This design comes from an exercise in tuning for small area on the open sky130 flow, not from production work.
Only simulation tests tie the RTL to the original design; equivalence was not proved.

==> flow/design.v (excerpt) <==
module bank(
   input             clk,
   input             nRst,
   input             rx,
   output            tx
);
   wire   [3:0] tx_i;
   percept #(.ADDR(8'd0)) p0 (.clk(clk), .nRst(nRst), .rx(rx), .tx(tx_i[0]));
   percept #(.ADDR(8'd1)) p1 (.clk(clk), .nRst(nRst), .rx(rx), .tx(tx_i[1]));
   percept #(.ADDR(8'd2)) p2 (.clk(clk), .nRst(nRst), .rx(rx), .tx(tx_i[2]));
   percept #(.ADDR(8'd4)) p3 (.clk(clk), .nRst(nRst), .rx(rx), .tx(tx_i[3]));
   assign tx = |tx_i;
endmodule
Size in the first run: ~840 flip-flops, ~4 I/O pins, ~33,000 um^2 of cells after synthesis.
==> module pdata, before the edit <==
module pdata(
   input             clk,
   input             nRst,
   input             rx,
   input             busy,
   input      [7:0]  cnt,
   input             mine,
   input      [2:0]  op,
   output            tx
);
   reg   [31:0]   d1;
   reg   [31:0]   d2;
   reg   [31:0]   l;
   reg   [31:0]   m;
   reg   [63:0]   up;
   reg            c;
   reg            pc;
   reg            z1, z2, za;
   wire  act      = busy & mine;
   wire  exec     = act & (cnt[7] | cnt[6]);
   wire  mulop    = op[2] & (op[1] ^ op[0]);
   wire  out_d1   = exec & (op == 3'd0);
   wire  out_d2   = exec & (op == 3'd1);
   wire  out_res  = exec & (op[2:1] == 2'b01);
   wire  res_lo   = out_res & ~cnt[7];
   wire  res_hi   = out_res & cnt[7];
   wire  step     = act & mulop & ~cnt[7] & cnt[6] & ~cnt[5];
   wire  start    = act & mulop & ~cnt[7] & ~cnt[6] & (cnt[3:0] == 4'hf);
   wire  clr      = start & (~op[1] | za);
   wire  last     = step & (cnt[4:0] == 5'd31);
   wire  s1       = (step & ~last) | res_lo;
   wire  h        = ~s1 & ~last & ~clr;
   reg         b;
   always @(posedge clk)
      b <= ~z1 & ~z2 & (start ? d2[0] : (step & ~last & d2[1]));
   wire [32:0] ax    = {m[0], l};
   wire [32:0] ay    = {c, d1 & {32{b}}};
   wire [33:0] cy;
   wire [32:0] res;
   assign cy[0] = 1'b0;
   genvar i;
   generate
      for (i = 0; i < 33; i = i + 1) begin : fa
         assign res[i]  = ax[i] ^ ay[i] ^ cy[i];
         assign cy[i+1] = (ax[i] & ay[i]) | (cy[i] & (ax[i] ^ ay[i]));
      end
   endgenerate
   wire        zap   = za | ~op[1];
   wire [1:0]  uin   = up[1:0] & {2{~zap}};
   wire        u0    = uin[0] ^ pc;
   wire        uc0   = uin[0] & pc;
   wire        u1    = uin[1] ^ uc0;
   wire        uc1   = uin[1] & uc0;
   wire        u_sh  = step | (res_hi & cnt[0]);
   wire        tapu  = up[cnt[0]];
   wire        tap   = res_lo ? l[0] : (tapu ^ pc);
   assign tx = (out_d1 & ~z1 & d1[0]) | (out_d2 & ~z2 & d2[0]) |
               (out_res & ~za & tap);
   always @(posedge clk) begin
      if (out_d1)       d1 <= {rx, d1[31:1]};
      if (out_d2)       d2 <= {rx, d2[31:1]};
      else if (step)    d2 <= {d2[0], d2[31:1]};
      l  <= ({32{h}}    & l)
          | ({32{s1}}   & res[32:1])
          | ({32{last}} & {res[0], m[31:1]});
      m  <= ({32{h}}    & m)
          | ({32{s1}}   & {step & res[0], m[31:1]})
          | ({32{last}} & res[32:1]);
      if (u_sh)
         up <= {(step ? {u1, u0} : 2'b00), up[63:2]};
      c  <= step & cy[33];
      if (clr || (res_hi && cnt[5:0] == 6'd63))
         pc <= 1'b0;
      else if (step)
         pc <= last ? cy[33] : uc1;
      else if (res_hi)
         pc <= pc & tapu;
   end
   always @(posedge clk or negedge nRst) begin
      if (!nRst) begin
         z1    <= 1'b1;
         z2    <= 1'b1;
         za    <= 1'b1;
      end else begin
         if (out_d1 && cnt[4:0] == 5'd31) z1 <= 1'b0;
         if (out_d2 && cnt[4:0] == 5'd31) z2 <= 1'b0;
         if (last)                   za <= 1'b0;
      end
   end
endmodule
Settings: LEC_CHECK=0, CAP_MARGIN=20, CORE_MARGIN=2, CORE_UTILIZATION=70, CTS_BUF_LIST=sky130_fd_sc_hd__clkbuf_16, CTS_CLUSTER_DIAMETER=80, CTS_CLUSTER_SIZE=18, PLACE_DENSITY=0.8, SETUP_SLACK_MARGIN=0.05, SLEW_MARGIN=20; clock period 14.0 ns.
standard.sh (not shown) runs the stock make flow with config.mk's settings and CLKGATE_MAP_FILE= SYNTH_SCRIPT=/design/flow/synth_recipe.tcl, a recipe that flattens the netlist after the stock synthesis.
==> flow/flow/run.sh <==
#!/bin/bash
set -o pipefail
export CTS_ARGS="-sink_clustering_enable -repair_clock_nets -sink_clustering_size 18 -sink_clustering_max_diameter 80 -buf_list {sky130_fd_sc_hd__clkbuf_8 sky130_fd_sc_hd__clkbuf_16} -sink_clustering_buffer sky130_fd_sc_hd__clkbuf_8 -dont_use_dummy_load"
bash standard.sh > standard.log 2>&1
Then changed:
--- a/flow/design.v
+++ b/flow/design.v
@@ -82,6 +82,5 @@
       end
    endgenerate
-   wire        zap   = za | ~op[1];
-   wire [1:0]  uin   = up[1:0] & {2{~zap}};
+   wire [1:0]  uin   = up[1:0];
    wire        u0    = uin[0] ^ pc;
    wire        uc0   = uin[0] & pc;
@@ -103,6 +102,6 @@
           | ({32{s1}}   & {step & res[0], m[31:1]})
           | ({32{last}} & res[32:1]);
-      if (u_sh)
-         up <= {(step ? {u1, u0} : 2'b00), up[63:2]};
+      up <= ({64{~u_sh & ~clr}} & up)
+          | ({64{u_sh}} & {(step ? {u1, u0} : 2'b00), up[63:2]});
       c  <= step & cy[33];
       if (clr || (res_hi && cnt[5:0] == 6'd63))
The changed run completed without violations.
Count of clock-buffer cells in the layout stays the same.
Area after synthesis grows by 0.44%.
Final area shrinks by 0.56%.
Final cell count grows by 9.9%.
Global-route usage grows by 0.96 points.
Die area grows by 0.44%.
First-iteration DRC count grows by 6.2%.
Synthesized cell count grows by 15%.
Maximum frequency shrinks by 0.33%.
Via count grows by 10%.
Sequential share of layout area shrinks by 7.1 points.
Wire length grows by 3.7%.

==> re-timing with driven ports <==
The results above use ideal ports. As a check the final layouts listed here were re-extracted and re-timed, cells and wires unchanged. Step 1, drivers: a clkbuf_16 drives clk and a buf_2 each remaining input, both assumed. Step 2 adds t to the input delays and takes it off the output delays; t is the mean of the earliest and latest rising clock arrival at the registers after step 1. Input paths then give back, and output paths get back, about the clock's delay inside the block. Slacks: ideal ports / drivers / drivers and shift; pairs: ideal ports / drivers.
run | shift t [ns] | setup slack, ns | hold WS [ns] | worst setup path after step 2 | latest minus earliest clock arrival (ns)
the first run | 0.619 | 0.549 / 0.549 / 0.549 | 0.418 / 0.418 / 0.418 | register to register | 0.024 / 0.024
the second run | 0.627 | 0.505 / 0.505 / 0.505 | 0.421 / 0.421 / 0.421 | register to register | 0.028 / 0.028
After both steps setup and hold are still met in every run listed.
